From an optimization exercise on the open Yosys and OpenROAD flow, aimed at small area, a short achievable clock period and few clock cycles per item; shortcuts taken in it are not production practice.
Where RTL was checked, it was by simulation tests only, not by an equivalence proof against the original.
Only the layout flow was run in runs 1, 2, 7 and 8; the RTL was not checked for function there.
The clock port is modelled as an ideal driver; clocking choices that lean on that would not hold on a real chip.
No activity file was given, so power comes from the tool's default toggle rates.

`flow/config.mk`:
```
export PLATFORM = sky130hd
export DESIGN_NAME = lpc_encoder
export DESIGN_NICKNAME = lpc_encoder
export VERILOG_FILES = /design/flow/design.v
export SDC_FILE = /design/flow/constraint.sdc
export NUM_CORES = 4
export LEC_CHECK = 0
export CAP_MARGIN = 20
export CORE_MARGIN = 2
export CORE_UTILIZATION = 75
export SETUP_SLACK_MARGIN = 2.9
export SLEW_MARGIN = 20
```
`flow/constraint.sdc`:
```
create_clock -name core_clock -period 5.0 [get_ports {ACLK}]
set_input_delay 1.0000 -clock core_clock [delete_from_list [all_inputs] [get_ports {ACLK}]]
set_output_delay 1.0000 -clock core_clock [all_outputs]
set_load 0.01 [all_outputs]
```
`flow/design.v`:
```
module lpc_encoder
(
	input wire ACLK,
	input wire ARESET_N,
	input wire[15:0] TDATA,
	input wire TVALID,
	input wire TLAST,
	input wire TUSER,
	output wire TREADY,
	output wire OUT_VALID,
	output wire OUT_LAST,
	output wire OUT_USER,
	output wire [79:0] OUT_DATA,
	input wire OUT_READY
);
	reg [63:0] data_reg;
	reg [7:0]  pv_reg;
	reg [7:0]  ph_reg;
	reg        user_reg, last_reg;
	reg [1:0]  cnt_reg;            
	reg        valid_reg;
	wire       acc   = TVALID & TREADY;
	wire       first = TUSER | (cnt_reg == 2'd0);
	wire       done  = ~TUSER & (cnt_reg == 2'd3);
	wire [7:0] hi    = TDATA[15:8];
	wire [7:0] lo    = TDATA[7:0];
	always @(posedge ACLK or negedge ARESET_N) begin
		if (~ARESET_N) begin
			cnt_reg   <= 2'd0;
			valid_reg <= 1'b0;
		end else begin
			if (acc)
				cnt_reg <= first ? 2'd1 : cnt_reg + 2'd1;
			valid_reg <= (acc & done) | (valid_reg & ~OUT_READY);
		end
	end
	always @(posedge ACLK) begin
		if (acc) begin
			data_reg <= {lo, hi, data_reg[63:16]};
			pv_reg   <= {^lo, ^hi, pv_reg[7:2]};
			ph_reg   <= (first ? 8'd0 : ph_reg) ^ hi ^ lo;
			user_reg <= first ? TUSER : user_reg;
			last_reg <= (first ? 1'b0 : last_reg) | TLAST;
		end
	end
	assign TREADY    = ~valid_reg | OUT_READY;
	assign OUT_VALID = valid_reg;
	assign OUT_DATA  = {ph_reg, pv_reg, data_reg};
	assign OUT_USER  = user_reg;
	assign OUT_LAST  = last_reg;
endmodule
```
`flow/flow/run.sh`:
```
#!/bin/bash
set -euo pipefail
export BUFFER_PORTS_ARGS="-buffer_cell sky130_fd_sc_hd__buf_1"
bash standard.sh > standard_flow.log 2>&1
```
`flow/standard.sh`:
```
#!/bin/bash
# synth_recipe.tcl (not shown) runs the flow's synth.tcl, then flattens the netlist and writes it again
# the make line also repeats each setting of config.mk as NAME=value (left out here)
make -C /OpenROAD-flow-scripts/flow DESIGN_CONFIG=/design/flow/config.mk WORK_HOME=/design/flow/orfs CLKGATE_MAP_FILE= SYNTH_SCRIPT=/design/flow/synth_recipe.tcl "${@:-finish}"
```
==> impl_results.md, run 1 <==
* Die Ht at 66.5 µm
* DP Wirelength at 5390 µm
* Mapped Nets at 164
* Starting Density at 78.9%
* First Err: [ERROR DPL-0033] detailed placement checks failed during check placement.
* Syn. warnings at 1
* Post-synth top area share at 84.0%
* Synth unique cells at 14
* Synth area leader: edfxtp_1
* #FFs+latches synth at 85
* Stopped at: detailed placement
* Input/output buffers at 105
* Syn avg cell area at 20.9 µm²
* Run status: did not finish
* GPL Wtd Cong at 0.726
* Leading post-synthesis cells by cell area: edfxtp_1 (84%), xnor2_1 (6.0%), xor2_1 (3.0%)
* Die width at 66.5 µm
* Synth Instances at 140
* Ports at 106
* Sequential share of the synthesized area at 86.5%
* FP Rows at 22
* Cell Area, Synth at 0.00293 mm²
-- synthesized netlist by cell type --
cell type,count
nor2_1,2
dfrtp_1,3
xor2_1,10
a21boi_0,1
xnor2_1,20
a21o_1,1
edfxtp_1,82
inv_1,3
buf_4,1
o21ai_0,2
nand2b_1,1
nand4_1,2
ha_1,2
nand2_1,10
-- cell families after synthesis --
kind of cell / Yosys count / synth area share (%)
buffers and inverters: 4 / 0.640
adders and majority gates: 2 / 0.853
DFF: 85 / 86.5
xor gates and xnor gates: 30 / 8.96
and+or+nand+nor: 15 / 2.18
AOI/OAI and AO/OA: 4 / 0.853
-- stage by stage --
| stage | area [µm²] | hold WS, ps | total power [µW] |
|---|---|---|---|
| after floorplan | 2950 | 499 | 1040 |
| after global placement | 3410 | 428 | 1100 |
-- worst max path at each step --
stage | from | end | depth (start not counted)
floorplan | OUT_READY | data_reg[0]$_DFFE_PP_ | 3
global placement | OUT_READY | data_reg[51]$_DFFE_PP_ | 5
-- power by group through the flow --
| stage | Sequential, µW | Combinational, µW | Clock [µW] |
|---|---|---|---|
| 2_1_floorplan | 958 | 77.8 | 0 |
| 3_3_place_gp | 921 | 178 | 0 |
==> run 2: changes to the inputs <==
--- a/flow/config.mk
+++ b/flow/config.mk
@@ -8,5 +8,5 @@
 export CAP_MARGIN = 20
 export CORE_MARGIN = 2
-export CORE_UTILIZATION = 75
+export CORE_UTILIZATION = 60
 export SETUP_SLACK_MARGIN = 2.9
 export SLEW_MARGIN = 20
==> run 2 against run 1 <==
The run now finishes clean; synthesized cell count is the same; area after synthesis is the same.
==> impl_results.md, run 2 <==
* Congestion Overflow GR at 0
* Critical Path AT at 1330 ps
* Synth Instances at 140 (unchanged)
* Internal Power at 1180 µW
* # H-tree levels at 3
* Reg2reg end: ph_reg[5]$_DFFE_PP_
* FF/Latch Area at 0.00254 mm²
* Overall Global Routing Usage at 18.6%
* Setup TNS at 0 ps
* Most numerous cell in the Yosys netlist: edfxtp_1
* Synth unique cells at 14 (unchanged)
* RR Startpoint: cnt_reg[0]$_DFFE_PN0P_
* Switching share of power at 24.9%
* DR pass1 iterations at 4
* Async S/R FF share, synth at 3.53% (unchanged)
* CTS max path bufs at 2
* Worst Tran Pin Value at 797 ps
* Post-synth top area share at 84.0% (unchanged)
* CTS buffer count at 9
* Clk root buf: clkbuf_8
* DIE AREA at 0.00546 mm²
* Cell Area, Synth at 0.00293 mm² (unchanged)
* CTS sink count at 85
* Leading cell types in the layout, fill and taps excluded: buf_1 (104), edfxtp_1 (82), xnor2_1 (20)
* Filler instances at 277
* Commonest cells post-synth: edfxtp_1 (82), xnor2_1 (20), nand2_1 (10), xor2_1 (10)
* DP Wirelength at 3470 µm (-36%)
* Logic pwr share at 12.5%
* Largest net degree at the start of global routing at 35
* Hold Vio Cnt, Final at 0
* Area taken by multi-input logic gates at 392 µm²
* Final Cycle Share at 46.6%
* Hold Path Class: input port to asynchronous set/reset pin
* Vias after detailed routing at 1,634
* Core area at 0.00472 mm²
* Post-synth EDFFs at 82 (unchanged)
* Wirelength per Cell at 15.2 µm
* Input/output buffers at 105 (unchanged)
* Initial antenna violation count at 0
* Synth area leader: edfxtp_1
* FF-to-FF path depth at 5
* Hold slack at 450 ps
* Mapped Nets at 164 (unchanged)
* Critical path startpoint category: input port
* Residual DRC count at 0
* CP Capture Type: output port
* #FFs+latches synth at 85 (unchanged)
* Leading post-synthesis cells by cell area: edfxtp_1 (84%), xnor2_1 (6.0%), xor2_1 (3.0%)
* Clock power frac at 29.3%
* Final min period at 2330 ps
* Ports at 106 (unchanged)
* Pins Over Slew Limit at 0
* Pwr Density at 425 mW/mm²
* Post-route cell area at 0.00368 mm²
* Slowest stage delay, CP at 140 ps
* Flip-flop count of the largest register after layout at 64
* Worst Path Max Fanout at 2
* Starting Density at 62.1% (-17 points)
* Worst-path clk slew at 90 ps
* RSZ-0062 raised after global routing: yes
* Synth-to-layout area growth at 25.6%
* WL final at 5080 µm
* Seq pwr share at 58.2%
* Die Ht at 73.9 µm (+11%)
* Fmax at 0.429 GHz
* Syn. warnings at 1 (unchanged)
* FP Rows at 25 (+14%)
* First-pass GRT wire length at 7220 µm
* Pleak at 0.00124 µW
* Crit-path leading delay family: buffers and inverters
* Slowest cell on the critical path: nand2b_4
* CP Cell Sequence: buf_1 > nand2b_4 > buf_6
* Max Clock Skew at 12.8 ps
* Req. time, crit path at 4000 ps
* Ant diodes at 0
* Antenna viol nets, final at 0
* Buf/Inv on CP at 2
* Die width at 73.9 µm (+11%)
* Sequential share of the synthesized area at 86.5% (unchanged)
* Run status: no timing/DRC/antenna violations
* Initial DRC count at 93
* Placed cell areas at 0.00343 mm²
* Main flop type after synthesis: edfxtp_1
* Clock Latency Late Sink at 340 ps
* Final setup viols at 0
* Commonest non-fill, non-tap cell in the layout: buf_1
* Nets@finish at 287
* Vias per inst at 4.88
* GPL Wtd Cong at 0.713 (-1.8%)
* Max transition margin at 46.7%
* Maximum vdd drop at 0.238 mV
* Syn avg cell area at 20.9 µm² (unchanged)
* Number of global-route vias before repair at 1,466
* Reg2reg setup slack at 3170 ps
* Sw power at 390 µW
* Share of cells above drive strength 1 at 10.1%
* Max Cap Viol at 0
* TritonCTS clock tree: yes
* Setup Crit Path Kind: input port to output port
## run 2: worst register-to-register path, stage by stage, from the launching register on
cell and delay [ps]:
dfrtp_1 390, inv_1 70, ha_1 200, nor2_1 610
nand2_1 150, xnor2_1 160
## run 2: what timing repair did
item                                    4_1_cts  5_1_grt
gates resized for setup                       4        0
setup buffers                                 1        4
hold buffers                                  0        0
gates cloned                                  1        1
endpoints found under the setup margin       83       36
## run 2: routing by layer
metal	vias to the layer above	share of wire (%)	track usage [%]
li1	762	-	-
met1	779	41	23.1
met2	85	50	30.1
met3	8	6.8	4.66
met4	0	1.9	10.9
met5	-	0	0
## run 2: per-stage QoR
step | power [µW] | instances | setup WS, ps | utilization [%]
finish | 1570 | 335 | 2670 | 78.0
global route | 1620 | 335 | 2660 | 78.0
CTS | 1570 | 330 | 2670 | 77.2
detailed placement | 1120 | 312 | 2040 | 72.6
global placement | 1100 | 312 | 2160 | 72.6
floorplan | 1040 | 140 | 2190 | -
## run 2: cell families after synthesis
kind of cell	share of synthesized area, %
simple gates	2.18
xor+xnor	8.96
buf+inv	0.640
compound gates	0.853
flops	86.5
fa+ha+maj	0.853
## run 2: final cells by class
class	instances	share of cell area [%]
Timing Repair inverter	2	0.340
Sequential cell	85	68.9
Inverter	3	0.408
Multi-Input combinational cell	51	10.6
Clock inverter	6	1.73
Tap cell	67	2.28
Timing Repair Buffer	111	12.2
Clock buffer	10	3.47
## run 2: power by group through the flow
stage | Clock [µW] | Sequential, µW | Combinational [µW]
after floorplan | 0 | 958 | 77.8
after global placement | 0 | 922 | 179
after detailed placement | 0 | 927 | 190
after CTS | 463 | 912 | 194
after global routing | 487 | 921 | 215
final | 459 | 911 | 196
## run 2: worst max-delay path by stage
stage,startpoint,end,cells past startpoint
after global placement,OUT_READY,data_reg[57]$_DFFE_PP_,5
after CTS,OUT_READY,TREADY,3
after global routing,OUT_READY,TREADY,3
final,OUT_READY,TREADY,3
after floorplan,OUT_READY,data_reg[0]$_DFFE_PP_,3
after detailed placement,OUT_READY,data_reg[60]$_DFFE_PP_,5
==> run 3: changes to the inputs <==
--- a/flow/design.v
+++ b/flow/design.v
@@ -20,5 +20,5 @@
 	reg [1:0]  cnt_reg;            
 	reg        valid_reg;
-	wire       acc   = TVALID & TREADY;
+	wire       acc   = TVALID & OUT_READY;
 	wire       first = TUSER | (cnt_reg == 2'd0);
 	wire       done  = ~TUSER & (cnt_reg == 2'd3);
@@ -44,5 +44,5 @@
 		end
 	end
-	assign TREADY    = ~valid_reg | OUT_READY;
+	assign TREADY    = OUT_READY;
 	assign OUT_VALID = valid_reg;
 	assign OUT_DATA  = {ph_reg, pv_reg, data_reg};
==> flow/flow/run.sh (replaced) <==
#!/bin/bash
set -euo pipefail
export BUFFER_PORTS_ARGS="-buffer_cell sky130_fd_sc_hd__buf_1"
export CTS_ARGS="-sink_clustering_enable -repair_clock_nets -dont_use_dummy_load -buf_list sky130_fd_sc_hd__clkbuf_4"
export POST_CTS_TCL="$PWD/flow/post_cts.tcl"
bash standard.sh > standard_flow.log 2>&1
==> flow/flow/post_cts.tcl (new file) <==
# Upsize the leaf clock buffers that drive many clock pins, so that the clock
# slew at every flip-flop stays low with the small clock buffers.
set block [ord::get_db_block]
foreach inst [$block getInsts] {
  if {[[$inst getMaster] getName] ne "sky130_fd_sc_hd__clkbuf_4"} { continue }
  set sinks 0
  foreach it [$inst getITerms] {
    if {[$it isOutputSignal] && [$it getNet] ne "NULL"} {
      set sinks [expr {[llength [[$it getNet] getITerms]] - 1}]
    }
  }
  if {$sinks >= 12} {
    puts "post_cts: [$inst getName] drives $sinks pins, upsized"
    replace_cell [$inst getName] sky130_fd_sc_hd__clkbuf_8
  }
}
detailed_placement
check_placement -verbose
--- a/flow/config.mk
+++ b/flow/config.mk
@@ -8,5 +8,5 @@
 export CAP_MARGIN = 20
 export CORE_MARGIN = 2
-export CORE_UTILIZATION = 60
-export SETUP_SLACK_MARGIN = 2.9
+export CORE_UTILIZATION = 70
+export SETUP_SLACK_MARGIN = 2.8
 export SLEW_MARGIN = 20
==> run 3 against run 2 <==
Still clean on timing, DRC and antenna; wire length increased by 7.8%; power shrank 18%; combinational power is 33% lower; synthesized cell count unchanged; via count down 0.49%; sequential share of layout area is 2.7 points higher; count of clock-buffer cells in the layout is 1 lower; die area fell by 13%.
==> impl_results.md, run 3 <==
* Input/output buffers at 105 (unchanged)
* Synth area leader: edfxtp_1
* Pins Over Slew Limit at 0 (unchanged)
* Pwr Density at 361 mW/mm² (-15%)
* Congestion Overflow GR at 0 (unchanged)
* Internal Power at 987 µW (-16%)
* Run status: no timing/DRC/antenna violations
* GPL Wtd Cong at 0.722 (+1.3%)
* First-pass GRT wire length at 7770 µm (+7.5%)
* Clock power frac at 23.5% (-5.8 points)
* Largest net degree at the start of global routing at 33 (-5.7%)
* Flip-flop count of the largest register after layout at 64 (unchanged)
* Max transition margin at 64.7% (+18 points)
* Synth Area in Compound Gates at 1.07% (+0.21 points)
* WL final at 5480 µm (+7.8%)
* XOR/XNOR Fraction of Synth Area at 8.95% (-0.011 points)
* Met1 Use GR at 29.0% (+6.0 points)
* Slowest stage delay, CP at 110 ps (-30 ps)
* CP Capture Type: output port
* Synth unique cells at 16 (+2)
* Seq pwr share at 66.2% (+8.0 points)
* M2 GR Usage at 43.3% (+13 points)
* Final Cycle Share at 44.5% (-2.1 points)
* Clock Latency Late Sink at 400 ps (+60 ps)
* Worst-path clk slew at 110 ps (+20 ps)
* Initial DRC count at 157 (+69%)
* Total power at 1280 µW (-18%)
* Final setup viols at 0 (unchanged)
* Sw power at 292 µW (-25%)
* Mapped Nets at 164 (unchanged)
* Core area at 0.00403 mm² (-15%)
* Leading cell types in the layout, fill and taps excluded: buf_1 (103), edfxtp_1 (82), xnor2_1 (20)
* Syn. warnings at 1 (unchanged)
* Slowest cell on the critical path: buf_12
* Die width at 68.8 µm (-7.0%)
* Fmax at 0.450 GHz (+4.8%)
* Number of global-route vias before repair at 1,551 (+5.8%)
* Req. time, crit path at 4000 ps (about the same)
* Maximum vdd drop at 0.256 mV (+7.4%)
* Vias after detailed routing at 1,626 (-0.49%)
* Critical path startpoint category: input port
* Reg2reg setup slack at 3430 ps (+260 ps)
* RSZ-0062 raised after global routing: yes
* Share of cells above drive strength 1 at 6.64% (-3.4 points)
* Nets@finish at 282 (-1.7%)
* Post-synthesis mux area share at 0% (unchanged)
* Main combinational cell family by area after synthesis: XOR/XNOR gates
* Commonest cells post-synth: edfxtp_1 (82), xnor2_1 (20), xor2_1 (10)
* Final setup margin at 2780 ps (+106 ps)
* DP Wirelength at 3870 µm (+11%)
* Worst Path Max Fanout at 4 (+2)
* Leading post-synthesis cells by cell area: edfxtp_1 (84%), xnor2_1 (6.0%), xor2_1 (3.0%)
* DR pass1 iterations at 4 (unchanged)
* Antenna viol nets, final at 0 (unchanged)
* Critical Path AT at 1220 ps (-110 ps)
* Residual DRC count at 0 (unchanged)
* Most numerous cell in the Yosys netlist: edfxtp_1
* Main flop type after synthesis: edfxtp_1
* Setup Crit Path Kind: input port to output port
* Post-synth EDFFs at 82 (unchanged)
* Crit-path leading delay family: buffers and inverters
* GR Util met3 at 4.71% (+0.044 points)
* Wirelength per Cell at 17.9 µm (+18%)
* FF-to-FF path depth at 5 (unchanged)
* Initial antenna violation count at 0 (unchanged)
* Overall Global Routing Usage at 24.9% (+6.3 points)
* TritonCTS clock tree: yes
* CP Cell Sequence: buf_12 > buf_6
* DIE AREA at 0.00473 mm² (-13%)
* Cell depth of the worst setup path at 2 (-1)
* Max Cap Viol at 0 (unchanged)
* Async S/R FF share, synth at 3.53% (unchanged)
* RR Startpoint: cnt_reg[0]$_DFFE_PN0P_
* Final min period at 2220 ps (-106 ps)
* Synth Area in Simple Gates at 1.96% (-0.22 points)
* Post-synth top area share at 83.9% (-0.11 points)
* Hold slack at 385 ps (-65.1 ps)
* Cell Area, Synth at 0.00294 mm² (+0.13%)
* FP Rows at 23 (-8.0%)
* #FFs+latches synth at 85 (unchanged)
* Sequential share of the synthesized area at 86.4% (-0.11 points)
* Reg2reg end: ph_reg[0]$_DFFE_PP_
* Syn avg cell area at 21.0 µm² (+0.13%)
* CTS sink count at 85 (unchanged)
* Logic pwr share at 10.3% (-2.2 points)
* Pleak at 0.00116 µW (-7.1%)
* Ports at 106 (unchanged)
* Ant diodes at 0 (unchanged)
* Die Ht at 68.8 µm (-7.0%)
* Placed cell areas at 0.00341 mm² (-0.47%)
* Buf/Inv on CP at 2 (unchanged)
* Synth-to-layout area growth at 20.6%
* Commonest non-fill, non-tap cell in the layout: buf_1
* Setup TNS at 0 ps (unchanged)
* Starting Density at 72.9% (+11 points)
* Hold Path Class: input port to asynchronous set/reset pin
* Synth Instances at 140 (unchanged)
* Post-route cell area at 0.00354 mm² (-3.8%)
* Hold Vio Cnt, Final at 0 (unchanged)
* Max Clock Skew at 34.0 ps (+21.2 ps)
* Synth Area in Adders at 0.852% (-0.0011 points)
* Pre-CTS setup slack at 2060 ps (+20.5 ps)
* Switching share of power at 22.8% (-2.0 points)
* Top Usage Layer GRT: met2
* Vias per inst at 5.31 (+8.9%)
* Worst Tran Pin Value at 528 ps (-269 ps)
run 3: cell count changes in the layout (fill, tap and decap cells not counted), sizes merged, moves of 2 or more:
cell	previous run	this run
a21oi	0	2
clkinv	3	0
clkinvlp	5	2
nand4	2	0
buf	111	107
run 3: cells by family after synthesis:
group / after synthesis
compound gates: 5
xor+xnor: 30
fa+ha+maj: 2
buf+inv: 5
flops: 85
simple gates: 13
run 3: how the worst max path moves through the flow:
stage / slack [ps] / from / endpoint
finish: 2780 / OUT_READY / TREADY
floorplan: 2380 / TVALID / data_reg[0]$_DFFE_PP_
detailed placement: 2060 / OUT_READY / data_reg[7]$_DFFE_PP_
global placement: 2130 / OUT_READY / data_reg[2]$_DFFE_PP_
global route: 2770 / OUT_READY / TREADY
run 3: metal layers:
metal	up-vias	part of all wire, %
met2	97	55
li1	746	-
met1	771	35
met5	-	0
met3	12	7.4
met4	0	2.7
run 3: power by group through the flow:
| stage | sequential (µW) | clock [µW] | combinational (µW) |
|---|---|---|---|
| 3_5_place_dp | 863 | 0 | 129 |
| 5_1_grt | 850 | 330 | 145 |
| 6_report | 846 | 300 | 132 |
| 2_1_floorplan | 875 | 0 | 61.5 |
| 3_3_place_gp | 858 | 0 | 119 |
run 3: stage by stage:
stage | instances | utilization [%]
after floorplan | 140 | -
after detailed placement | 295 | 84.7
after global placement | 295 | 84.7
final | 306 | 87.9
after global routing | 306 | 87.9
run 3: final cells by class:
| cell class | count | area, µm² |
|---|---|---|
| clock buffers | 9 | 86.3 |
| repair buffers | 107 | 437 |
| well taps | 50 | 62.6 |
| inverters | 4 | 18.8 |
| multi-input cells | 50 | 393 |
| fillers | 158 | 487 |
| flip-flops and latches | 85 | 2540 |
| repair inverters | 1 | 7.51 |
Testbench counts of run 3, summed over its fixed seeds: cycles 12,808, items 3,200.
==> run 4: changes to the inputs <==
--- a/flow/config.mk
+++ b/flow/config.mk
@@ -8,5 +8,5 @@
 export CAP_MARGIN = 20
 export CORE_MARGIN = 2
-export CORE_UTILIZATION = 70
+export CORE_UTILIZATION = 65
 export SETUP_SLACK_MARGIN = 2.8
 export SLEW_MARGIN = 20
==> run 4 against run 3 <==
Die area is 7.2% higher; first-iteration DRC count is 59% lower; non-clock buffer count stayed put; still clean on timing, DRC and antenna; largest power group unchanged; register-to-register slack hardly changed; global-route usage is 5.5 points lower; clock power is 6% lower; critical path depth stayed put; setup slack better by 15 ps; fmax is 0.68% higher; sequential cell count stayed put; sequential power hardly changed; largest cell class unchanged; power is 1.9% lower; critical endpoint unchanged.
==> impl_results.md, run 4 <==
* Worst-path clk slew at 110 ps (about the same)
* Leading post-synthesis cells by cell area: edfxtp_1 (84%), xnor2_1 (6.0%), xor2_1 (3.0%)
* RSZ-0062 raised after global routing: yes
* Worst Path Max Fanout at 2 (-2)
* Syn. warnings at 1 (unchanged)
* Synth area leader: edfxtp_1
* FP Rows at 24 (+4.3%)
* Maximum vdd drop at 0.204 mV (-20%)
* GPL Wtd Cong at 0.742 (+2.8%)
* Crit-path leading delay family: buffers and inverters
* Hold Path Class: input port to asynchronous set/reset pin
* Number of global-route vias before repair at 1,491 (-3.9%)
* First-pass GRT wire length at 7320 µm (-5.8%)
* Switching share of power at 22.1% (-0.73 points)
* Final setup viols at 0 (unchanged)
* Post-route cell area at 0.00353 mm² (-0.32%)
* Mapped Nets at 164 (unchanged)
* Nets@finish at 281 (-0.35%)
* CP Launch Point: OUT_READY
* Synth Instances at 140 (unchanged)
* Post-synth EDFFs at 82 (unchanged)
* Critical Path AT at 1210 ps (about the same)
* WL final at 4800 µm (-12%)
* Internal Power at 978 µW (-0.93%)
* Initial DRC count at 65 (-59%)
* TritonCTS clock tree: yes
* Slowest stage delay, CP at 110 ps (about the same)
* DP Wirelength at 3430 µm (-11%)
* Syn avg cell area at 21.0 µm² (unchanged)
* Most numerous cell in the Yosys netlist: edfxtp_1
* Inst Count DP at 297 (+0.68%)
* Worst Tran Pin Value at 699 ps (+171 ps)
* Largest net degree at the start of global routing at 82 (+150%)
* Post-synth top area share at 83.9% (unchanged)
* Final Cycle Share at 44.2% (-0.30 points)
* Synth-to-layout area growth at 20.2%
* Max transition margin at 53.4% (-11 points)
* Placed cell areas at 0.00342 mm² (about the same)
* Critical path startpoint category: input port
* Congestion Overflow GR at 0 (unchanged)
* Slowest cell on the critical path: buf_6
* Total power at 1260 µW (-1.9%)
* Flip-flop count of the largest register after layout at 64 (unchanged)
* Logic pwr share at 10.1% (-0.2 points)
* Seq pwr share at 67.4% (+1.2 points)
* Clock Latency Late Sink at 390 ps (about the same)
* DR pass1 iterations at 4 (unchanged)
* CTS sink count at 85 (unchanged)
* CP Capture Type: output port
* Input/output buffers at 105 (unchanged)
* Overall Global Routing Usage at 19.4% (-5.5 points)
* Cell Area, Synth at 0.00294 mm² (unchanged)
* Vias after detailed routing at 1,589 (-2.3%)
* Hold Vio Cnt, Final at 0 (unchanged)
* Final min period at 2210 ps (-15.0 ps)
* Sw power at 278 µW (-5.0%)
* Die width at 71.2 µm (+3.6%)
* Residual DRC count at 0 (unchanged)
* Commonest non-fill, non-tap cell in the layout: buf_1
* Core area at 0.00435 mm² (+8.1%)
* Async S/R FF share, synth at 3.53% (unchanged)
* Commonest cells post-synth: edfxtp_1 (82), xnor2_1 (20), xor2_1 (10)
* Leading cell types in the layout, fill and taps excluded: buf_1 (103), edfxtp_1 (82), xnor2_1 (20)
* Pleak at 0.00115 µW (-0.24%)
* Vias per inst at 5.18 (-2.6%)
* Max Clock Skew at 35.5 ps (+1.47 ps)
* Wirelength per Cell at 15.6 µm (-13%)
* CP Cell Sequence: buf_12 > buf_6
* Setup TNS at 0 ps (unchanged)
* Synth unique cells at 16 (unchanged)
* Ant diodes at 0 (unchanged)
* Starting Density at 67.4% (-5.4 points)
* Main flop type after synthesis: edfxtp_1
* RR Startpoint: cnt_reg[0]$_DFFE_PN0P_
* Die Ht at 71.2 µm (+3.6%)
* Filler instances at 231 (+46%)
* Run status: no timing/DRC/antenna violations
* Antenna viol nets, final at 0 (unchanged)
* #FFs+latches synth at 85 (unchanged)
* Pins Over Slew Limit at 0 (unchanged)
* Max Cap Viol at 0 (unchanged)
* Pwr Density at 356 mW/mm² (-1.5%)
* Ports at 106 (unchanged)
* Buf/Inv on CP at 2 (unchanged)
* Non-filler cells, final at 307 (+0.33%)
* Sequential share of the synthesized area at 86.4% (unchanged)
* Fmax at 0.453 GHz (+0.68%)
* Initial antenna violation count at 0 (unchanged)
* Clock power frac at 22.5% (-1.0 points)
* Req. time, crit path at 4000 ps (about the same)
* Setup Crit Path Kind: input port to output port
* DIE AREA at 0.00507 mm² (+7.2%)
* Share of cells above drive strength 1 at 6.27% (-0.37 points)
[run 4: cell counts after synthesis]
Identical to the previous run, type by type.
[run 4: area by class of cell]
cell class | instances | area, µm² | area share (%)
Sequential cell | 85 | 2540 | 71.9
Timing Repair Buffer | 107 | 437 | 12.4
Clock buffer | 9 | 80.1 | 2.27
Multi-Input combinational cell | 50 | 393 | 11.1
Inverter | 4 | 18.8 | 0.532
Tap cell | 52 | 65.1 | 1.84
[run 4: power by group through the flow]
stage | Combinational (µW) | Clock (µW) | Sequential, µW
global route | 140 | 312 | 850
finish | 127 | 282 | 846
detailed placement | 126 | 0 | 861
global placement | 120 | 0 | 858
floorplan | 61.5 | 0 | 875
[run 4: per-stage QoR]
| stage | setup slack [ps] | util [%] | hold slack (ps) |
|---|---|---|---|
| final | 2790 | 81.1 | 392 |
| after global routing | 2790 | 81.1 | 370 |
| after detailed placement | 2400 | 78.4 | 430 |
| after global placement | 2490 | 78.4 | 429 |
| after floorplan | 2380 | - | 468 |
[run 4: cell families (layout without fill, tap and decap cells)]
kind of cell | after synthesis | count (layout) | share of synthesized area (%)
flops | 85 | 85 | 86.4
xor+xnor | 30 | 30 | 8.95
simple gates | 13 | 13 | 1.96
compound gates | 5 | 5 | 1.07
buf+inv | 5 | 120 | 0.767
fa+ha+maj | 2 | 2 | 0.852
[run 4: path summary, 6_finish.rpt]
check                           slack [ps]  cells past startpoint                endpoint
worst max-delay path                  2790                      2                  TREADY
worst min-delay path                   390                      1     valid_reg$_DFF_PN0_
worst max register to register        3440                      5     ph_reg[6]$_DFFE_PP_
worst min register to register         420                      0  data_reg[11]$_DFFE_PP_
max in group asynchronous             4430                      1  cnt_reg[0]$_DFFE_PN0P_
min in group core_clock                420                      0  data_reg[11]$_DFFE_PP_
[run 4: per-layer routing]
| layer | wire, µm | up-vias | GRT usage [%] |
|---|---|---|---|
| met5 | 0 | - | 0 |
| met4 | 68 | 0 | 9.22 |
| met3 | 338 | 9 | 4.36 |
| met2 | 2530 | 80 | 33.4 |
| met1 | 1860 | 754 | 23.5 |
| li1 | - | 746 | - |
==> run 5: changes to the inputs <==
--- a/flow/design.v
+++ b/flow/design.v
@@ -18,9 +18,9 @@
 	reg [7:0]  ph_reg;
 	reg        user_reg, last_reg;
-	reg [1:0]  cnt_reg;            
+	reg [1:0]  cnt_reg;
 	reg        valid_reg;
 	wire       acc   = TVALID & OUT_READY;
-	wire       first = TUSER | (cnt_reg == 2'd0);
-	wire       done  = ~TUSER & (cnt_reg == 2'd3);
+	wire [1:0] slot  = TUSER ? 2'd0 : cnt_reg;
+	wire       first = (slot == 2'd0);
 	wire [7:0] hi    = TDATA[15:8];
 	wire [7:0] lo    = TDATA[7:0];
@@ -31,12 +31,16 @@
 		end else begin
 			if (acc)
-				cnt_reg <= first ? 2'd1 : cnt_reg + 2'd1;
-			valid_reg <= (acc & done) | (valid_reg & ~OUT_READY);
+				cnt_reg <= slot + 2'd1;
+			valid_reg <= (acc & (slot == 2'd3)) | (valid_reg & ~OUT_READY);
 		end
 	end
 	always @(posedge ACLK) begin
 		if (acc) begin
-			data_reg <= {lo, hi, data_reg[63:16]};
-			pv_reg   <= {^lo, ^hi, pv_reg[7:2]};
+			case (slot)
+				2'd0: begin data_reg[15:0]  <= {lo, hi}; pv_reg[1:0] <= {^lo, ^hi}; end
+				2'd1: begin data_reg[31:16] <= {lo, hi}; pv_reg[3:2] <= {^lo, ^hi}; end
+				2'd2: begin data_reg[47:32] <= {lo, hi}; pv_reg[5:4] <= {^lo, ^hi}; end
+				2'd3: begin data_reg[63:48] <= {lo, hi}; pv_reg[7:6] <= {^lo, ^hi}; end
+			endcase
 			ph_reg   <= (first ? 8'd0 : ph_reg) ^ hi ^ lo;
 			user_reg <= first ? TUSER : user_reg;
--- a/flow/config.mk
+++ b/flow/config.mk
@@ -8,5 +8,5 @@
 export CAP_MARGIN = 20
 export CORE_MARGIN = 2
-export CORE_UTILIZATION = 65
+export CORE_UTILIZATION = 70
 export SETUP_SLACK_MARGIN = 2.8
 export SLEW_MARGIN = 20
==> run 5 against run 4 <==
Cell area grew 0.67%; clock skew fell by 19 ps; via count increased by 7.0%; still clean; global-route usage up 6.1 points; worst hold slack lost 11 ps; non-clock buffer count unchanged; largest cell class unchanged; sequential power is 0.7% lower.
==> impl_results.md, run 5 <==
* Run status: no timing/DRC/antenna violations
* #FFs+latches synth at 85 (unchanged)
* DIE AREA at 0.00480 mm² (-5.4%)
* Flip-flop count of the largest register after layout at 64 (unchanged)
* Critical path startpoint category: input port
* First-pass GRT wire length at 8980 µm (+23%)
* Antenna viol nets, final at 0 (unchanged)
* Ports at 106 (unchanged)
* Vias per inst at 5.50 (+6.3%)
* Slowest cell on the critical path: buf_6
* Share of cells above drive strength 1 at 7.34% (+1.1 points)
* Starting Density at 73.5% (+6.0 points)
* Top Usage Layer GRT: met2
* Post-synth top area share at 82.6% (-1.3 points)
* Vias after detailed routing at 1,700 (+7.0%)
* Area taken by multi-input logic gates at 425 µm² (+8.3%)
* Clock Latency Late Sink at 400 ps (about the same)
* Buf/Inv on CP at 2 (unchanged)
* Input/output buffers at 105 (unchanged)
* Hold Path Class: input port to asynchronous set/reset pin
* Residual DRC count at 0 (unchanged)
* Synth unique cells at 15 (-1)
* CTS sink count at 85 (unchanged)
* Max Cap Viol at 0 (unchanged)
* Initial antenna violation count at 0 (unchanged)
* Setup Crit Path Kind: input port to output port
* Synth-to-layout area growth at 19.2%
* Pleak at 0.00118 µW (+2.0%)
* Die Ht at 69.3 µm (-2.7%)
* CP Capture Type: output port
* Pins Over Slew Limit at 0 (unchanged)
* Syn avg cell area at 20.6 µm² (-2.0%)
* Overall Global Routing Usage at 25.6% (+6.1 points)
* Met1 Use GR at 30.2% (+6.8 points)
* DR pass1 iterations at 5 (+1)
* Core area at 0.00406 mm² (-6.8%)
* Synth area leader: edfxtp_1
* Cell Area, Synth at 0.00298 mm² (+1.5%)
* Commonest non-fill, non-tap cell in the layout: buf_1
* Async S/R FF share, synth at 3.53% (unchanged)
* Mapped Nets at 170 (+3.7%)
* Leading post-synthesis cells by cell area: edfxtp_1 (83%), xnor2_1 (5.9%), xor2_1 (2.9%)
* Hold Vio Cnt, Final at 0 (unchanged)
* M2 GR Usage at 45.5% (+12 points)
* Commonest cells post-synth: edfxtp_1 (82), xnor2_1 (20), nand2_1 (10), xor2_1 (10), inv_1 (4)
* Setup TNS at 0 ps (unchanged)
* FP Rows at 23 (-4.2%)
* Most numerous cell in the Yosys netlist: edfxtp_1
* Post-synth EDFFs at 82 (unchanged)
* Req. time, crit path at 4000 ps (about the same)
* RSZ-0062 raised after global routing: yes
* Largest net degree at the start of global routing at 20 (-76%)
* Pwr Density at 359 mW/mm² (+1.1%)
* Die width at 69.3 µm (-2.7%)
* Maximum vdd drop at 0.244 mV (+19%)
* GR Util met3 at 5.09% (+0.73 points)
* Filler instances at 189 (-18%)
* Final setup viols at 0 (unchanged)
* Initial DRC count at 229 (+250%)
* Final min period at 2210 ps (-1.01 ps)
* Wirelength per Cell at 18.6 µm (+19%)
* Nets@finish at 286 (+1.8%)
* Main flop type after synthesis: edfxtp_1
* Syn. warnings at 1 (unchanged)
* TritonCTS clock tree: yes
* Crit-path leading delay family: buffers and inverters
* Worst Tran Pin Value at 602 ps (-97.4 ps)
* Max Clock Skew at 16.6 ps (-18.8 ps)
* WL final at 5740 µm (+20%)
* Sequential share of the synthesized area at 85.1% (-1.3 points)
* Worst Path Max Fanout at 2 (unchanged)
* Leading cell types in the layout, fill and taps excluded: buf_1 (103), edfxtp_1 (82), xnor2_1 (20)
* Slowest stage delay, CP at 110 ps (about the same)
* Synth Instances at 145 (+3.6%)
* Critical Path AT at 1210 ps (about the same)
* Number of global-route vias before repair at 1,711 (+15%)
* Fmax at 0.453 GHz (about the same)
* Final Cycle Share at 44.1% (about the same)
* Worst-path clk slew at 90 ps (-20 ps)
* Ant diodes at 0 (unchanged)
* CP Cell Sequence: buf_8 > buf_6
* Congestion Overflow GR at 0 (unchanged)
* DP Wirelength at 3820 µm (+11%)
* Finished Core Util at 87.6% (+6.5 points)
* GPL Wtd Cong at 0.788 (+6.1%)
* Max transition margin at 59.8% (+6.4 points)
* FF/Latch Area at 0.00254 mm² (unchanged)
## run 5: final timing paths
| path | end | depth (start not counted) | start | slack (ps) |
|---|---|---|---|---|
| setup / recovery | TREADY | 2 | OUT_READY | 2790 |
| hold / removal | cnt_reg[0]$_DFFE_PN0P_ | 1 | ARESET_N | 380 |
| setup reg to reg | pv_reg[5]$_DFFE_PP_ | 3 | cnt_reg[1]$_DFFE_PN0P_ | 3270 |
| hold reg to reg | valid_reg$_DFF_PN0_ | 1 | valid_reg$_DFF_PN0_ | 530 |
| max in group asynchronous | cnt_reg[1]$_DFFE_PN0P_ | 1 | ARESET_N | 4470 |
| min in group core_clock | valid_reg$_DFF_PN0_ | 1 | valid_reg$_DFF_PN0_ | 530 |
## run 5: cells by family after synthesis
kind of cell    count (synthesis)  share of synthesized area, %
simple gates                   16                          2.43
xor+xnor                       30                          8.81
mux                             1                         0.378
buf+inv                         6                          1.01
fa+ha+maj                       3                          1.26
compound gates                  4                          1.01
flops                          85                          85.1
## run 5: metal layers
metal	part of all wire, %	routed length (µm)
met2	54	3130
met5	0	0
met1	36	2090
met3	7.7	441
met4	1.4	82
## run 5: layout make-up
class / count / share of cell area [%]
flip-flops and latches: 85 / 71.4
multi-input cells: 54 / 12.0
clock buffers: 9 / 2.43
repair buffers: 107 / 12.0
well taps: 50 / 1.76
inverters: 4 / 0.422
## run 5: power by group
part / leakage (µW) / switching (µW) / internal (µW)
Combinational: 0.000341 / 85.3 / 48.7
Sequential: 0.000786 / 13.0 / 827
Clock: 0.0000492 / 195 / 109
## run 5: stage by stage
stage	instance area, µm²	instances	setup slack [ps]	power [µW]	hold WS [ps]
after floorplan	2990	145	2880	935	465
after global placement	3430	298	2670	976	462
after detailed placement	3430	298	2550	987	508
after global routing	3550	309	2790	1320	377
final	3550	309	2790	1280	381
Testbench counts of run 5, summed over its fixed seeds: cycles 12,808, items 3,200.
==> run 6: changes to the inputs <==
--- a/flow/config.mk
+++ b/flow/config.mk
@@ -8,5 +8,5 @@
 export CAP_MARGIN = 20
 export CORE_MARGIN = 2
-export CORE_UTILIZATION = 70
+export CORE_UTILIZATION = 65
 export SETUP_SLACK_MARGIN = 2.8
 export SLEW_MARGIN = 20
==> run 6 against run 5 <==
Critical path type unchanged; count of clock-buffer cells in the layout unchanged; cell area decreased by 0.32%; fmax increased by 0.18%; die area increased by 7.2%; sequential cell count unchanged; global-route usage decreased by 1.9 points; sequential share of layout area increased by 0.23 points; clock skew increased by 10 ps.
==> impl_results.md, run 6 <==
* Max transition margin at 56.2% (-3.6 points)
* Post-synthesis mux area share at 0.378% (unchanged)
* Final min period at 2200 ps (-4.03 ps)
* FF-to-FF path depth at 3 (unchanged)
* GPL Wtd Cong at 0.729 (-7.5%)
* DR pass1 iterations at 4 (-1)
* RSZ-0062 raised after global routing: yes
* Nets@finish at 285 (-0.35%)
* Final Cycle Share at 44.1% (-0.081 points)
* Worst-path clk slew at 100 ps (about the same)
* Leading cell types in the layout, fill and taps excluded: buf_1 (103), edfxtp_1 (82), xnor2_1 (20)
* Cell Area, Synth at 0.00298 mm² (unchanged)
* CP Cell Sequence: buf_8 > buf_6
* Synth Area in Compound Gates at 1.01% (unchanged)
* Syn. warnings at 1 (unchanged)
* Slowest stage delay, CP at 110 ps (about the same)
* Synth unique cells at 15 (unchanged)
* Synth Instances at 145 (unchanged)
* Post-synth EDFFs at 82 (unchanged)
* Slowest cell on the critical path: buf_6
* Wirelength per Cell at 18.0 µm (-2.8%)
* Most numerous cell in the Yosys netlist: edfxtp_1
* Maximum vdd drop at 0.263 mV (+8.0%)
* Hold Vio Cnt, Final at 0 (unchanged)
* Number of global-route vias before repair at 1,700 (-0.64%)
* Vias per inst at 5.36 (-2.6%)
* Max Cap Viol at 0 (unchanged)
* Setup Crit Path Kind: input port to output port
* Final setup viols at 0 (unchanged)
* Synth-to-layout area growth at 18.8%
* Ant diodes at 0 (unchanged)
* Worst Path Max Fanout at 2 (unchanged)
* XOR/XNOR Fraction of Synth Area at 8.81% (unchanged)
* Setup TNS at 0 ps (unchanged)
* Initial DRC count at 155 (-32%)
* Clock Latency Late Sink at 410 ps (about the same)
* WL final at 5590 µm (-2.5%)
* Pleak at 0.00117 µW (-0.63%)
* Initial antenna violation count at 0 (unchanged)
* CTS sink count at 85 (unchanged)
* Overall Global Routing Usage at 23.6% (-1.9 points)
* Synth Area in Simple Gates at 2.43% (unchanged)
* Ports at 106 (unchanged)
* Die width at 71.7 µm (+3.6%)
* Residual DRC count at 0 (unchanged)
* Flip-flop count of the largest register after layout at 64 (unchanged)
* Req. time, crit path at 4000 ps (about the same)
* Hold Path Class: input port to asynchronous set/reset pin
* Main combinational cell family by area after synthesis: XOR/XNOR gates
* Antenna viol nets, final at 0 (unchanged)
* Synth area leader: edfxtp_1
* Commonest cells post-synth: edfxtp_1 (82), xnor2_1 (20), nand2_1 (10), xor2_1 (10), inv_1 (4)
* TritonCTS clock tree: yes
* First-pass GRT wire length at 8610 µm (-4.1%)
* Commonest non-fill, non-tap cell in the layout: buf_1
* Post-synth top area share at 82.6% (unchanged)
* Pins Over Slew Limit at 0 (unchanged)
* Critical Path AT at 1200 ps (about the same)
* Run status: no timing/DRC/antenna violations
* Fmax at 0.454 GHz (+0.18%)
* Max Clock Skew at 26.7 ps (+10.0 ps)
* Async S/R FF share, synth at 3.53% (unchanged)
* Crit-path leading delay family: buffers and inverters
* Pwr Density at 356 mW/mm² (-0.90%)
* Cell depth of the worst setup path at 2 (unchanged)
* Input/output buffers at 105 (unchanged)
* DIE AREA at 0.00515 mm² (+7.2%)
* #FFs+latches synth at 85 (unchanged)
* CP Capture Type: output port
* DP Wirelength at 3750 µm (-1.9%)
* Largest net degree at the start of global routing at 20 (unchanged)
* Starting Density at 68.0% (-5.5 points)
* Die Ht at 71.7 µm (+3.6%)
* Syn avg cell area at 20.6 µm² (unchanged)
* Buf/Inv on CP at 2 (unchanged)
* Finished Core Util at 80.8% (-6.8 points)
* Synth Area in Adders at 1.26% (unchanged)
* Share of cells above drive strength 1 at 6.98% (-0.36 points)
* Core area at 0.00438 mm² (+8.0%)
* Leading post-synthesis cells by cell area: edfxtp_1 (83%), xnor2_1 (5.9%), xor2_1 (2.9%)
* Mapped Nets at 170 (unchanged)
* Vias after detailed routing at 1,662 (-2.2%)
* FP Rows at 24 (+4.3%)
* Sequential share of the synthesized area at 85.1% (unchanged)
* Worst Tran Pin Value at 655 ps (+53.2 ps)
* Critical path startpoint category: input port
* Main flop type after synthesis: edfxtp_1
* Congestion Overflow GR at 0 (unchanged)
## run 6: cell count changes in the layout (fill, tap and decap cells not counted), sizes merged
cell	before	now
buf	107	106
## run 6: where the power goes
part           leakage [µW]  total [µW]  internal, µW  switching, µW
clock             0.0000466         290           101            190
sequential         0.000786         838           826           11.8
combinational      0.000336         134          48.6           85.1
total               0.00117        1260           976            286
## run 6: kinds of logic after synthesis
family                     after synthesis
DFF                                     85
AOI/OAI and AO/OA                        4
muxes                                    1
xor gates and xnor gates                30
buffers and inverters                    6
adders and majority gates                3
and+or+nand+nor                         16
## run 6: per-stage QoR
step	cells	area (µm²)	hold WS (ps)	setup WS, ps	power (µW)
global route	310	3540	367	2790	1310
floorplan	145	2990	465	2880	935
global placement	300	3440	465	2650	977
detailed placement	300	3440	469	2520	986
finish	310	3540	389	2800	1260
## run 6: worst paths after layout
path                                        start                endpoint  slack (ps)
hold reg to reg               valid_reg$_DFF_PN0_     valid_reg$_DFF_PN0_         510
setup / recovery                        OUT_READY                  TREADY        2800
max in group asynchronous                ARESET_N  cnt_reg[0]$_DFFE_PN0P_        4420
min in group core_clock       valid_reg$_DFF_PN0_     valid_reg$_DFF_PN0_         510
setup reg to reg           cnt_reg[1]$_DFFE_PN0P_  data_reg[39]$_DFFE_PP_        3260
hold / removal                           ARESET_N  cnt_reg[1]$_DFFE_PN0P_         390
## run 6: layout make-up
cell class                 instances  area, µm²
sequential                        85       2540
tap                               52       65.1
fill                             263        841
clock buffer                       9       80.1
inverter                           4       15.0
multi-input combinational         54        425
timing repair buffer             106        420
## run 6: layer usage
layer	share of wire (%)	vias to the layer above	wire [µm]	global-route usage, %
li1	-	755	-	-
met1	40	815	2220	29.8
met2	50	80	2810	38.3
met3	7.7	12	433	6.61
met4	2.3	0	127	11.5
met5	0	-	0	0
==> run 7: changes to the inputs <==
==> flow/design.v (replaced) <==
module lpc_encoder
(
	input wire ACLK,
	input wire ARESET_N,
	input wire[15:0] TDATA,
	input wire TVALID,
	input wire TLAST,
	input wire TUSER,
	output wire TREADY,
	output wire OUT_VALID,
	output wire OUT_LAST,
	output wire OUT_USER,
	output wire [79:0] OUT_DATA,
	input wire OUT_READY
);
	reg [63:0] data_reg;
	reg [7:0]  pv_reg;
	reg [7:0]  ph_reg;
	reg        user_reg, last_reg;
	reg [3:1]  next_reg;           
	reg        valid_reg;
	wire       acc   = TVALID & OUT_READY;
	wire       first = TUSER | ~(|next_reg);
	wire       en0   = acc & first;
	wire [3:1] en    = {3{acc & ~TUSER}} & next_reg;
	wire [7:0] hi    = TDATA[15:8];
	wire [7:0] lo    = TDATA[7:0];
	always @(posedge ACLK or negedge ARESET_N) begin
		if (~ARESET_N) begin
			next_reg  <= 3'b000;
			valid_reg <= 1'b0;
		end else begin
			if (acc)
				next_reg <= {en[2], en[1], en0};
			valid_reg <= en[3] | (valid_reg & ~OUT_READY);
		end
	end
	always @(posedge ACLK) begin
		if (en0)   begin data_reg[15:0]  <= {lo, hi}; pv_reg[1:0] <= {^lo, ^hi}; end
		if (en[1]) begin data_reg[31:16] <= {lo, hi}; pv_reg[3:2] <= {^lo, ^hi}; end
		if (en[2]) begin data_reg[47:32] <= {lo, hi}; pv_reg[5:4] <= {^lo, ^hi}; end
		if (en[3]) begin data_reg[63:48] <= {lo, hi}; pv_reg[7:6] <= {^lo, ^hi}; end
		if (acc) begin
			ph_reg   <= (first ? 8'd0 : ph_reg) ^ hi ^ lo;
			last_reg <= (first ? 1'b0 : last_reg) | TLAST;
		end
		if (en0)
			user_reg <= TUSER;
	end
	assign TREADY    = OUT_READY;
	assign OUT_VALID = valid_reg;
	assign OUT_DATA  = {ph_reg, pv_reg, data_reg};
	assign OUT_USER  = user_reg;
	assign OUT_LAST  = last_reg;
endmodule
==> run 7 against run 6 <==
Still clean; final cell count is 1.3% lower; via count down 0.96%; power about the same; cell area rose by 0.35%; sequential power grew 0.6%; utilization decreased by 0.27 points; area after synthesis up 0.76%; wire length is 3.3% lower; register-to-register slack worse by 100 ps; non-clock buffer count fell by 1; first-iteration DRC count up 3.9%; critical path type unchanged; largest cell class unchanged.
==> impl_results.md, run 7 <==
* Starting Density at 68.1% (about the same)
* Synth unique cells at 18 (+3)
* Critical path startpoint category: input port
* Mapped Nets at 164 (-3.5%)
* Worst Path Max Fanout at 3 (+1)
* Setup Crit Path Kind: input port to output port
* Slowest stage delay, CP at 120 ps (about the same)
* Finished Core Util at 80.6% (-0.27 points)
* Nets@finish at 278 (-2.5%)
* Hold Vio Cnt, Final at 0 (unchanged)
* Die Ht at 72.0 µm (+0.36%)
* Worst Tran Pin Value at 570 ps (-85.2 ps)
* Synth-to-layout area growth at 18.4%
* Syn avg cell area at 21.2 µm² (+2.9%)
* Sequential share of the synthesized area at 85.3% (+0.19 points)
* WL final at 5410 µm (-3.3%)
* Critical Path AT at 1220 ps (+20 ps)
* Die width at 72.0 µm (+0.36%)
* Post-route cell area at 0.00356 mm² (+0.35%)
* Main flop type after synthesis: edfxtp_1
* Pleak at 0.00112 µW (-4.6%)
* Cell depth of the worst setup path at 2 (unchanged)
* Setup TNS at 0 ps (unchanged)
* Req. time, crit path at 4000 ps (about the same)
* Synth Instances at 142 (-2.1%)
* Reg2reg end: data_reg[6]$_DFFE_PP_
* Inst Count DP at 297 (-1.0%)
* Crit-path leading delay family: buffers and inverters
* Non-filler cells, final at 306 (-1.3%)
* Clock Latency Late Sink at 410 ps (about the same)
* Async S/R FF share, synth at 4.65% (+1.1 points)
* RR Startpoint: next_reg[2]$_DFFE_PN0N_
* Post-synth top area share at 82.0% (-0.62 points)
* Residual DRC count at 0 (unchanged)
* RSZ-0062 raised after global routing: yes
* M2 GR Usage at 36.0% (-2.3 points)
* CP Cell Sequence: clkbuf_2 > buf_6
* Max Clock Skew at 27.5 ps (+0.825 ps)
* TritonCTS clock tree: yes
* FP Rows at 24 (unchanged)
* Wirelength per Cell at 17.7 µm (-2.1%)
* Final min period at 2220 ps (+20.2 ps)
* Cell Area, Synth at 0.00300 mm² (+0.76%)
* Worst Setup EP: TREADY
* Worst-path clk slew at 90 ps (about the same)
* Largest net degree at the start of global routing at 20 (unchanged)
* Pins Over Slew Limit at 0 (unchanged)
* Maximum vdd drop at 0.242 mV (-7.9%)
* Commonest non-fill, non-tap cell in the layout: buf_1
* FF-to-FF path depth at 3 (unchanged)
* CP Launch Point: OUT_READY
* Pwr Density at 355 mW/mm² (-0.37%)
* Final setup viols at 0 (unchanged)
* Max Cap Viol at 0 (unchanged)
* Leading post-synthesis cells by cell area: edfxtp_1 (82%), xnor2_1 (8.2%), dfrtp_1 (3.3%)
* CP Capture Type: output port
* Max transition margin at 61.9% (+5.7 points)
* Number of global-route vias before repair at 1,662 (-2.2%)
* Synth area leader: edfxtp_1
* GR Util met3 at 5.28% (-1.3 points)
* Share of cells above drive strength 1 at 7.48% (+0.50 points)
* Congestion Overflow GR at 0 (unchanged)
* Reg2reg setup slack at 3160 ps (-100 ps)
* Ant diodes at 0 (unchanged)
* GPL Wtd Cong at 0.773 (+6.0%)
* Post-synth EDFFs at 82 (unchanged)
* Vias after detailed routing at 1,646 (-0.96%)
* Antenna viol nets, final at 0 (unchanged)
* Buf/Inv on CP at 2 (unchanged)
* Vias per inst at 5.38 (+0.33%)
* Met1 Use GR at 27.8% (-2.0 points)
* Initial antenna violation count at 0 (unchanged)
* Placed cell areas at 0.00346 mm² (+0.55%)
* Slowest cell on the critical path: buf_6
* DIE AREA at 0.00518 mm² (+0.71%)
* First-pass GRT wire length at 8140 µm (-5.5%)
* Run status: no timing/DRC/antenna violations
* Input/output buffers at 105 (unchanged)
* DP Wirelength at 3760 µm (+0.24%)
* Filler instances at 245 (-6.8%)
* Flip-flop count of the largest register after layout at 64 (unchanged)
* Core area at 0.00441 mm² (+0.68%)
* Overall Global Routing Usage at 21.8% (-1.8 points)
* Final Cycle Share at 44.5% (+0.40 points)
* Initial DRC count at 161 (+3.9%)
* DR pass1 iterations at 4 (unchanged)
* #FFs+latches synth at 86 (+1.2%)
* CTS sink count at 86 (+1.2%)
* Most numerous cell in the Yosys netlist: edfxtp_1
* Ports at 106 (unchanged)
* Hold Path Class: input port to asynchronous set/reset pin
* Syn. warnings at 1 (unchanged)
* Fmax at 0.450 GHz (-0.91%)
* Leading cell types in the layout, fill and taps excluded: buf_1 (103), edfxtp_1 (82), xnor2_1 (28)
* Commonest cells post-synth: edfxtp_1 (82), xnor2_1 (28), nor3b_1 (8)
* Top Usage Layer GRT: met2
[run 7: changes by cell type after synthesis, sizes merged, moves of 3 or more]
cell   before  now
a22o        0    3
and3        3    0
xor2       10    2
nand2      10    2
xnor2      20   28
ha          3    0
nor3b       0    8
and2        0    3
[run 7: logic make-up after synthesis]
logic type / after synthesis / synth area share, %
AND/OR/NAND/NOR: 17 / 3.92
AO/OA/AOI/OAI: 5 / 1.37
buffers and inverters: 4 / 0.666
XOR/XNOR: 30 / 8.75
flip-flops: 86 / 85.3
[run 7: layout make-up]
class	count	area [µm²]	area share (%)
tap	52	65.1	1.83
clock buffer	9	86.3	2.43
timing repair buffer	105	403	11.3
multi-input combinational	52	432	12.1
inverter	2	7.51	0.211
sequential	86	2560	72.1
[run 7: through the flow]
| stage | setup WS, ps | hold slack (ps) | total power (µW) |
|---|---|---|---|
| detailed placement | 2300 | 499 | 982 |
| floorplan | 2830 | 542 | 933 |
| global placement | 2400 | 499 | 974 |
| global route | 2770 | 403 | 1310 |
| finish | 2780 | 411 | 1260 |
[run 7: how the worst min path moves through the flow]
stage                       startpoint                       to  slack [ps]
2_1_floorplan  next_reg[1]$_DFFE_PN0N_  next_reg[1]$_DFFE_PN0N_         540
3_3_place_gp       valid_reg$_DFF_PN0_      valid_reg$_DFF_PN0_         500
3_5_place_dp       valid_reg$_DFF_PN0_      valid_reg$_DFF_PN0_         500
5_1_grt                       ARESET_N  next_reg[2]$_DFFE_PN0N_         400
6_report                      ARESET_N  next_reg[2]$_DFFE_PN0N_         410
[run 7: power breakdown]
group / internal, µW / leakage (µW) / switching [µW]
Sequential: 829 / 0.000801 / 13.4
Clock: 109 / 0.0000492 / 187
Combinational: 45.9 / 0.000265 / 76.9
Total: 984 / 0.00112 / 278
[run 7: per-layer routing]
| layer | wire length (µm) | up-vias |
|---|---|---|
| met2 | 2730 | 79 |
| li1 | - | 752 |
| met3 | 359 | 12 |
| met5 | 0 | - |
| met4 | 109 | 0 |
| met1 | 2210 | 803 |
==> run 8: changes to the inputs <==
==> flow/design.v (replaced) <==
module lpc_encoder
(
	input wire ACLK,
	input wire ARESET_N,
	input wire[15:0] TDATA,
	input wire TVALID,
	input wire TLAST,
	input wire TUSER,
	output wire TREADY,
	output wire OUT_VALID,
	output wire OUT_LAST,
	output wire OUT_USER,
	output wire [79:0] OUT_DATA,
	input wire OUT_READY
);
	reg [63:0] data_reg;
	reg [7:0]  pv_reg;
	reg [7:0]  ph_reg;
	reg        user_reg, last_reg;
	reg [3:0]  slot_reg;           
	reg        valid_reg;
	reg        full_reg;           
	reg        ready_reg;          
	reg [15:0] sk_data;
	reg        sk_user, sk_last;
	wire       busy   = valid_reg & ~OUT_READY;            
	wire       take   = TVALID & ready_reg;
	wire       park   = take & busy;
	wire       full_nxt = park | (full_reg & ~OUT_READY);
	wire       wr     = (take & ~busy) | (full_reg & OUT_READY);
	wire [15:0] src   = full_reg ? sk_data : TDATA;
	wire       s_user = full_reg ? sk_user : TUSER;
	wire       s_last = full_reg ? sk_last : TLAST;
	wire       first  = full_reg | TUSER | slot_reg[0];
	wire       en0    = wr & first;
	wire       en1    = wr & ~first & slot_reg[1];
	wire       en2    = wr & ~first & slot_reg[2];
	wire       en3    = wr & ~first & slot_reg[3];
	wire [7:0] hi     = src[15:8];
	wire [7:0] lo     = src[7:0];
	wire [15:0] beat  = {lo, hi};
	wire [1:0] bpar   = {^lo, ^hi};
	wire [7:0] ph_new = (first ? 8'd0 : ph_reg) ^ hi ^ lo;
	wire       l_new  = (first ? 1'b0 : last_reg) | s_last;
	always @(posedge ACLK or negedge ARESET_N) begin
		if (~ARESET_N) begin
			slot_reg  <= 4'b0001;
			valid_reg <= 1'b0;
			full_reg  <= 1'b0;
			ready_reg <= 1'b0;
		end else begin
			if (wr)
				slot_reg <= {en2, en1, en0, en3};
			valid_reg <= en3 | busy;
			full_reg  <= full_nxt;
			ready_reg <= ~full_nxt;
		end
	end
	always @(posedge ACLK) begin
		if (~full_reg) begin
			sk_data <= TDATA;
			sk_user <= TUSER;
			sk_last <= TLAST;
		end
		data_reg[15:0]  <= data_reg[15:0]  ^ ({16{en0}} & (beat ^ data_reg[15:0]));
		data_reg[31:16] <= data_reg[31:16] ^ ({16{en1}} & (beat ^ data_reg[31:16]));
		data_reg[47:32] <= data_reg[47:32] ^ ({16{en2}} & (beat ^ data_reg[47:32]));
		data_reg[63:48] <= data_reg[63:48] ^ ({16{en3}} & (beat ^ data_reg[63:48]));
		pv_reg[1:0] <= pv_reg[1:0] ^ ({2{en0}} & (bpar ^ pv_reg[1:0]));
		pv_reg[3:2] <= pv_reg[3:2] ^ ({2{en1}} & (bpar ^ pv_reg[3:2]));
		pv_reg[5:4] <= pv_reg[5:4] ^ ({2{en2}} & (bpar ^ pv_reg[5:4]));
		pv_reg[7:6] <= pv_reg[7:6] ^ ({2{en3}} & (bpar ^ pv_reg[7:6]));
		user_reg <= user_reg ^ (en0 & (s_user ^ user_reg));
		ph_reg   <= ph_reg ^ ({8{wr}} & (ph_new ^ ph_reg));
		last_reg <= last_reg ^ (wr & (l_new ^ last_reg));
	end
	assign TREADY    = ready_reg;
	assign OUT_VALID = valid_reg;
	assign OUT_DATA  = {ph_reg, pv_reg, data_reg};
	assign OUT_USER  = user_reg;
	assign OUT_LAST  = last_reg;
endmodule
==> flow/flow/run.sh (replaced) <==
#!/bin/bash
set -euo pipefail
export BUFFER_PORTS_ARGS="-buffer_cell sky130_fd_sc_hd__buf_1"
bash standard.sh > standard_flow.log 2>&1
--- a/flow/config.mk
+++ b/flow/config.mk
@@ -8,5 +8,5 @@
 export CAP_MARGIN = 20
 export CORE_MARGIN = 2
-export CORE_UTILIZATION = 65
-export SETUP_SLACK_MARGIN = 2.8
+export CORE_UTILIZATION = 60
+export SETUP_SLACK_MARGIN = 3.3
 export SLEW_MARGIN = 20
removed: flow/flow/post_cts.tcl
==> run 8 against run 7 <==
Highest routed layer unchanged; clock skew fell by 14 ps; utilization increased by 7.0 points; die area grew 38%.
==> impl_results.md, run 8 <==
* Run status: no timing/DRC/antenna violations
* DIE AREA at 0.00715 mm² (+38%)
* Async S/R FF share, synth at 6.54% (+1.9 points)
* Vias per inst at 5.48 (+1.9%)
* CP Capture Type: output port
* FP Rows at 29 (+21%)
* CTS max path bufs at 2
* Core area at 0.00631 mm² (+43%)
* CTS buffer count at 9
* Setup TNS at 0 ps (unchanged)
* Max layer used: met4
* Slowest cell on the critical path: edfxtp_1
* Synth unique cells at 24 (+6)
* First-pass GRT wire length at 13,100 µm (+62%)
* Synth-to-layout area growth at 42.0%
* Post-synth EDFFs at 82 (unchanged)
* Setup Crit Path Kind: flop to output port
* DR pass1 iterations at 4 (unchanged)
* Worst Path Max Fanout at 2 (-1)
* Syn avg cell area at 19.4 µm² (-8.4%)
* Mapped Nets at 223 (+36%)
* Congestion Overflow GR at 0 (unchanged)
* Initial DRC count at 210 (+30%)
* Slowest stage delay, CP at 450 ps (+330 ps)
* # H-tree levels at 3
* Req. time, crit path at 4000 ps (about the same)
* Input/output buffers at 105 (unchanged)
* Final min period at 1980 ps (-246 ps)
* Pins Over Slew Limit at 0 (unchanged)
* WL met1 at 4030 µm (+82%)
* GPL Wtd Cong at 0.694 (-10%)
* Buf/Inv on CP at 1 (-1)
* Placed cell areas at 0.00441 mm² (+28%)
* CP Cell Sequence: clkbuf_2
* Max transition margin at 71.2% (+9.3 points)
* Overall Global Routing Usage at 25.8% (+4.0 points)
* Max Cap Viol at 0 (unchanged)
* Post-route cell area at 0.00553 mm² (+55%)
* Antenna viol nets, final at 0 (unchanged)
* #FFs+latches synth at 107 (+24%)
* WL final at 10,600 µm (+96%)
* Critical path startpoint category: flop
* Ant diodes at 0 (unchanged)
* Maximum vdd drop at 0.278 mV (+15%)
* Leading post-synthesis cells by cell area: edfxtp_1 (63%), dfxtp_1 (9.3%), mux2i_4 (4.6%)
* Post-synth top area share at 63.2% (-19 points)
* Residual DRC count at 0 (unchanged)
* # hold bufs at CTS at 0
* Die width at 84.6 µm (+17%)
* Met2 WL post-DR at 5440 µm (+100%)
* Hold Vio Cnt, Final at 0 (unchanged)
* Final setup viols at 0 (unchanged)
* Largest net degree at the start of global routing at 19 (-5.0%)
* DR WL met3 at 757 µm (+110%)
* Main flop type after synthesis: edfxtp_1
* Final Cycle Share at 39.5% (-4.9 points)
* TritonCTS clock tree: yes
* Number of global-route vias before repair at 2,383 (+43%)
* Hold Path Class: flop to flop
* Synth Instances at 201 (+42%)
* Nets@finish at 406 (+46%)
* Sequential share of the synthesized area at 77.0% (-8.3 points)
* CTS sink count at 107 (+24%)
* Worst-path clk slew at 110 ps (+20 ps)
* RSZ-0062 raised after global routing: yes
* Pwr Density at 399 mW/mm² (+12%)
* Wirelength per Cell at 22.7 µm (+29%)
* Vias after detailed routing at 2,554 (+55%)
* Commonest non-fill, non-tap cell in the layout: edfxtp_1
* Fmax at 0.506 GHz (+12%)
* Cell Area, Synth at 0.00389 mm² (+30%)
* Clk root buf: clkbuf_8
* Worst Tran Pin Value at 431 ps (-138 ps)
* Die Ht at 84.6 µm (+17%)
* DP Wirelength at 4500 µm (+20%)
* Syn. warnings at 1 (unchanged)
* Max Clock Skew at 13.1 ps (-14.4 ps)
* Synth area leader: edfxtp_1
* Pleak at 0.00229 µW (+100%)
* Initial antenna violation count at 0 (unchanged)
* Critical Path AT at 980 ps (-240 ps)
* Crit-path leading delay family: flip-flops
* Leading cell types in the layout, fill and taps excluded: edfxtp_1 (82), clkbuf_2 (68), buf_4 (36)
* Clock Latency Late Sink at 370 ps (-40 ps)
* Commonest cells post-synth: edfxtp_1 (82), dfxtp_1 (18), xnor2_1 (18)
* Ports at 106 (unchanged)
* Starting Density at 61.7% (-6.4 points)
* Share of cells above drive strength 1 at 53.2% (+46 points)
* Most numerous cell in the Yosys netlist: edfxtp_1
-- run 8: cell type report --
cell class,count,area (µm²)
fill,252,786
clock buffer,9,124
timing repair buffer,166,1120
clock inverter,7,51.3
tap,77,96.3
timing repair inverter,1,11.3
sequential,107,3000
inverter,12,50.0
multi-input combinational,87,1070
-- run 8: power by group --
group	leakage (µW)	total, µW	internal, µW	switching [µW]
clock	0.0000860	488	184	304
combinational	0.00120	563	279	284
sequential	0.000997	1150	1090	57.3
total	0.00229	2200	1560	645
-- run 8: kinds of logic (layout without fill, tap and decap cells) --
| logic type | after synthesis | in the layout | synth area share, % |
|---|---|---|---|
| DFF | 107 | 107 | 77.0 |
| xor gates and xnor gates | 30 | 30 | 8.16 |
| muxes | 22 | 22 | 8.55 |
| and+or+nand+nor | 17 | 26 | 2.22 |
| buffers and inverters | 16 | 195 | 2.38 |
| AOI/OAI and AO/OA | 9 | 9 | 1.67 |
-- run 8: path summary, 6_finish.rpt --
path | from | to | slack [ps] | cells after the start
setup / recovery | flop | OUT_DATA[77] | 3020 | 1
hold / removal | sk_user$_DFF_P_ | sk_user$_DFF_P_ | 500 | 1
setup reg to reg | full_reg$_DFF_PN0_ | flop | 3200 | 5
hold reg to reg | sk_user$_DFF_P_ | sk_user$_DFF_P_ | 500 | 1
max in group asynchronous | ARESET_N | full_reg$_DFF_PN0_ | 4140 | 1
min in group asynchronous | ARESET_N | slot_reg[3]$_DFFE_PN0N_ | 530 | 1
-- run 8: repair_timing --
action | in CTS | in global routing
cloned | 11 | 1
resized for setup | 37 | 92
pin swaps | 15 | 12
setup endpoints to repair | 255 | 176
buffers inserted | 37 | 22
-- run 8: through the flow --
step	hold WS (ps)	utilization (%)	std cells	total power, µW	worst slack (ps)
global placement	462	69.9	379	1470	2470
CTS	495	81.4	443	2080	3050
detailed placement	468	69.9	379	1480	2450
global route	524	87.6	466	2260	3000
finish	497	87.6	466	2200	3020
floorplan	446	-	201	1370	2990
-- run 8: layer usage --
| layer | vias up | global-route usage [%] |
|---|---|---|
| met1 | 1268 | 33.4 |
| met3 | 30 | 6.49 |
| li1 | 1107 | - |
| met5 | - | 0 |
| met4 | 0 | 9.09 |
| met2 | 149 | 43.1 |

[static timing again, ports no longer ideal]
How much do the figures lean on ideal ports? The routed layouts below were timed once more, with nothing changed but the port constraints. Step 1: set_driving_cell puts a clkbuf_16 on ACLK and a buf_2 on each other input, an assumption about the parent block. Step 2 also shifts input and output timing later by t, the mid clock arrival at the registers, as if the neighbouring blocks saw the same clock. a / b / c = ideal / step 1 / step 2; a / b = the first two.
| run | t (ns) | slack for setup (ns) | latest minus earliest clock arrival (ns) | worst data-port slew with drivers (ns) |
|---|---|---|---|---|
| run 2 | 0.363 | 2.671 / 2.653 / 2.640 | 0.012 / 0.013 | 0.04 |
| run 3 | 0.409 | 2.777 / 2.727 / 2.544 | 0.035 / 0.035 | 0.06 |
| run 4 | 0.395 | 2.792 / 2.745 / 2.605 | 0.036 / 0.036 | 0.06 |
| run 5 | 0.420 | 2.793 / 2.753 / 2.556 | 0.033 / 0.033 | 0.05 |
| run 6 | 0.419 | 2.797 / 2.755 / 2.534 | 0.031 / 0.031 | 0.05 |
| run 7 | 0.418 | 2.777 / 2.755 / 2.423 | 0.029 / 0.029 | 0.04 |
| run 8 | 0.392 | 3.023 / 2.990 / 2.710 | 0.014 / 0.014 | 0.05 |
After both steps every run listed still meets setup and hold. For run 7, which loses most, drivers alone change the setup slack by -0.022 ns; drivers and shift together by -0.354 ns.
